What follows belongs to an exercise in optimizing a design on an open flow for small area, a short achievable clock period and few clock cycles per item; a production flow would make more cautious choices.
Only simulation tests tie the RTL to the original design; equivalence was not proved.

== quartz ==
Design INV, start of the top module:
module INV #(
    parameter DATA_W    = 32,
    parameter INT_BITS  = 8,
    parameter FRAC_BITS = 24,
    parameter N_ITER    = 3
)(
    input  wire                 clk,
    input  wire                 rstn,
    input  wire                 start,
    input  wire [DATA_W-1:0]    dd,      
    output wire [DATA_W-1:0]    q,       
    output reg                  done
);
For scale: roughly 100 flip-flops, roughly 68 I/O pins, roughly 0.030 sq mm of cells after synthesis.
clock: 12.0 ns
lec_check: 0
abc_area: 1
cap_margin: 20
core_margin: 2
core_utilization: 40
setup_slack_margin: 5
slew_margin: 20
run.sh (not shown) runs the stock make flow with config.mk's settings and CLKGATE_MAP_FILE= SYNTH_SCRIPT=/design/flow/synth_recipe.tcl, a recipe that flattens the netlist after the stock synthesis.
Testbench counts of quartz, summed over its fixed seeds: cycles 9,600, items 1,600.
[inputs] sierra vs quartz
--- a/flow/design.v
+++ b/flow/design.v
@@ -7,25 +7,24 @@
     input  wire                 clk,
     input  wire                 rstn,
     input  wire                 start,
     input  wire [DATA_W-1:0]    dd,      
     output wire [DATA_W-1:0]    q,       
     output reg                  done
 );
     localparam [31:0] TWO = 32'h0200_0000;
     reg [2:0]  ph;      
     reg [32:0] nd;      
     reg [31:0] x;       
-    reg [31:0] t;       
-    wire        tstep = ph[0];                  
-    wire [32:0] ma    = tstep ? nd : {t[31], t};
+    reg [32:0] ma;      
+    reg        tstep;   
     wire m1 = 1'b0 ^ x[0];
     wire m2 = (x[1] & ~x[0] & ~1'b0) | (~x[1] & x[0] & 1'b0);
     wire m3 = x[1];
     wire m4 = ((m1 & ma[0]) | (m2 & 1'b0)) ^ m3;
     wire m5 = ((m1 & ma[1]) | (m2 & ma[0])) ^ m3;
     wire m6 = ((m1 & ma[2]) | (m2 & ma[1])) ^ m3;
     wire m7 = ((m1 & ma[3]) | (m2 & ma[2])) ^ m3;
     wire m8 = ((m1 & ma[4]) | (m2 & ma[3])) ^ m3;
     wire m9 = ((m1 & ma[5]) | (m2 & ma[4])) ^ m3;
     wire m10 = ((m1 & ma[6]) | (m2 & ma[5])) ^ m3;
     wire m11 = ((m1 & ma[7]) | (m2 & ma[6])) ^ m3;
@@ -1622,18 +1621,20 @@
         end else begin
             case (ph)
                 3'd0: if (start) ph <= 3'd1;
                 3'd4: begin ph <= 3'd5; done <= 1'b1; end
                 3'd5: if (!start) begin ph <= 3'd0; done <= 1'b0; end
                 default: ph <= ph + 3'd1;
             endcase
         end
     end
     always @(posedge clk) begin
         case (ph)
-            3'd0: begin nd <= -{dd[31], dd}; x <= TWO - dd; end
-            3'd1, 3'd3: t <= r;
-            3'd2, 3'd4: x <= r;
+            3'd0: begin nd <= -{dd[31], dd}; x <= TWO - dd;
+                        ma <= -{dd[31], dd}; tstep <= 1'b1; end
+            3'd1, 3'd3: begin ma <= {r[31], r}; tstep <= 1'b0; end
+            3'd2: begin x <= r; ma <= nd; tstep <= 1'b1; end
+            3'd4: x <= r;
             default: ;
         endcase
     end
 endmodule
[summary]
When sierra is set beside quartz, its post-route cell area turns out to be 0.0012 sq mm smaller.
Going from quartz to sierra, detailed-routed wire length on met3 went down by about 11%, multi-input combinational cell area went down by 2.0%, die boundary height was more or less identical, worst-case setup margin in the final layout went down by 0.14 ns, total length of routed wires went down by about 0.3%.
When sierra is set beside quartz, its cell count turns out to be 51 smaller.
sierra finished every stage and its layout cleared the timing, design-rule and antenna checks.
The maximum clock frequency of sierra is lower than that of quartz.
On sierra: non-clock buffer area fraction after layout is 1.8 points lower than what quartz gave.
Testbench counts of sierra, summed over its fixed seeds: cycles 9,600, items 1,600.

INV, a different RTL version from the one above (not shown whole).
Size: ~150 flip-flops, about 30,000 µm² of cells after synthesis.
Settings: LEC_CHECK=0, ABC_AREA=1, CAP_MARGIN=20, CORE_MARGIN=2, CORE_UTILIZATION=40, SETUP_SLACK_MARGIN=5, SLEW_MARGIN=20, SYNTH_HIERARCHICAL=1, SYNTH_MINIMUM_KEEP_SIZE=0; clock period 12.0 ns.
Testbench counts at the start, summed over its fixed seeds: cycles 9,600, items 1,600.
Next try:
--- a/flow/design.v
+++ b/flow/design.v
@@ -6,25 +6,25 @@
 )(
     input  wire                 clk,
     input  wire                 rstn,
     input  wire                 start,
     input  wire [DATA_W-1:0]    dd,      
     output wire [DATA_W-1:0]    q,       
     output reg                  done
 );
     localparam [31:0] TWO = 32'h0200_0000;
+    localparam [31:0] ONE = 32'h0100_0000;
     reg [2:0]  ph;      
-    reg [31:0] d;       
-    reg [31:0] x;       
     reg [31:0] a;       
     reg [15:0] b_one, b_two, b_neg;    
     reg        tstep;   
-    wire [31:0] nb   = (ph == 3'd0) ? dd : (ph == 3'd2) ? d : x;
+    wire [31:0] nb   = (ph == 3'd0) | (ph == 3'd2) ? dd :
+                       (ph == 3'd4) | (ph == 3'd5) ? ONE : a;
     wire        nneg = (ph == 3'd0) | (ph == 3'd2);
     wire [32:0] nbw  = {nb, 1'b0};
     wire [15:0] e_one, e_two, e_neg;
     genvar k;
     generate for (k = 0; k < 16; k = k + 1) begin : enc
         assign e_one[k] = nbw[2*k+1] ^ nbw[2*k];
         assign e_two[k] = (nbw[2*k+2] & ~nbw[2*k+1] & ~nbw[2*k]) |
                           (~nbw[2*k+2] & nbw[2*k+1] & nbw[2*k]);
         assign e_neg[k] = nbw[2*k+2] ^ nneg;
@@ -1535,19 +1535,19 @@
     FA u_m1503 (.a(m1276), .b(m1391), .c(m1390), .s(m1503), .co(m1504));
     wire m1505, m1506;
     FA u_m1505 (.a(m1280), .b(m1393), .c(m1392), .s(m1505), .co(m1506));
     wire m1507, m1508;
     FA u_m1507 (.a(m1284), .b(m1395), .c(m1394), .s(m1507), .co(m1508));
     wire [55:0] s0 = {m1507, m1505, m1503, m1501, m1499, m1497, m1495, m1493, m1491, m1489, m1487, m1485, m1483, m1481, m1479, m1477, m1475, m1473, m1471, m1469, m1467, m1465, m1463, m1461, m1459, m1457, m1455, m1453, m1451, m1449, m1447, m1445, m1443, m1441, m1439, m1437, m1435, m1433, m1431, m1429, m1427, m1425, m1423, m1421, m1419, m1417, m1415, m1413, m1411, m1409, m1407, m1405, m1403, m1401, m1399, tstep};
     wire [55:0] s1 = {m1506, m1504, m1502, m1500, m1498, m1496, m1494, m1492, m1490, m1488, m1486, m1484, m1482, m1480, m1478, m1476, m1474, m1472, m1470, m1468, m1466, m1464, m1462, m1460, m1458, m1456, m1454, m1452, m1450, m1448, m1446, m1444, m1442, m1440, m1438, m1436, m1434, m1432, m1430, m1428, m1426, m1424, m1422, m1420, m1418, m1416, m1414, m1412, m1410, m1408, m1406, m1404, m1402, m1400, m1398, m1397};
     wire [55:0] p  = s0 + s1;
     wire [31:0] r  = p[55:24];
-    assign q = x;
+    assign q = a;
     always @(posedge clk or negedge rstn) begin
         if (!rstn) begin
             ph   <= 3'd0;
             done <= 1'b0;
         end else begin
             case (ph)
                 3'd0: if (start) ph <= 3'd1;
                 3'd4: begin ph <= 3'd5; done <= 1'b1; end
                 3'd5: if (!start) begin ph <= 3'd0; done <= 1'b0; end
@@ -1555,23 +1555,18 @@
             endcase
         end
     end
     always @(posedge clk) begin
         b_one <= e_one;
         b_two <= e_two;
         b_neg <= e_neg;
         tstep <= nneg;
         a     <= (ph == 3'd0) ? TWO - dd : r;
-        case (ph)
-            3'd0: begin d <= dd; x <= TWO - dd; end
-            3'd2, 3'd4: x <= r;
-            default: ;
-        endcase
     end
 endmodule
 module FA (input a, input b, input c, output s, output co);
     assign s  = a ^ b ^ c;
     assign co = (a & b) | (a & c) | (b & c);
 endmodule
 module FAX (input a, input b, input c, output s, output co);
     wire t;
     XOR2 u_x0 (.a(a), .b(b), .y(t));
Clock-buffer cell count is lower by 11.
Critical path depth is lower by 2.
Worst hold slack gets better by 0.021 ns.
Wire length hardly moves.
Cell count is lower by 7.0%.
First-iteration DRC count is lower by 9.9%.
Worst setup slack gets better by 0.067 ns.
Testbench counts after the change, summed over its fixed seeds: cycles 9,600, items 1,600.

## afterwards: timing with drivers on the ports
No port has a modelled driver above. Below, the same layouts with a new extraction and two added sets of constraints.
Step 1 (the two cells are an assumption about what drives the block):
set clk [get_ports {clk}]
set_driving_cell -lib_cell sky130_fd_sc_hd__clkbuf_16 $clk
set_driving_cell -lib_cell sky130_fd_sc_hd__buf_2 [delete_from_list [all_inputs] $clk]
Step 2 adds t to the input delays and takes it off the output delays; t is the mean of the earliest and latest rising clock arrival at the registers after step 1. Input paths then give back, and output paths get back, about the clock's delay inside the block.
Three values: ideal ports, drivers, drivers and shift; two values: the first two.
run | t (ns) | setup slack, ns | latest minus earliest clock arrival (ns) | worst data-port slew with drivers (ns)
quartz | 0.403 | 5.003 / 5.003 / 5.003 | 0.008 / 0.008 | 0.05
sierra | 0.422 | 4.866 / 4.866 / 4.866 | 0.014 / 0.015 | 0.04
the first run of note 2 | 0.506 | 5.164 / 5.164 / 5.164 | 0.016 / 0.016 | 0.05
the second run of note 2 | 0.409 | 5.231 / 5.231 / 5.231 | 0.016 / 0.015 | 0.10
After both steps setup and hold are still met in every run listed.
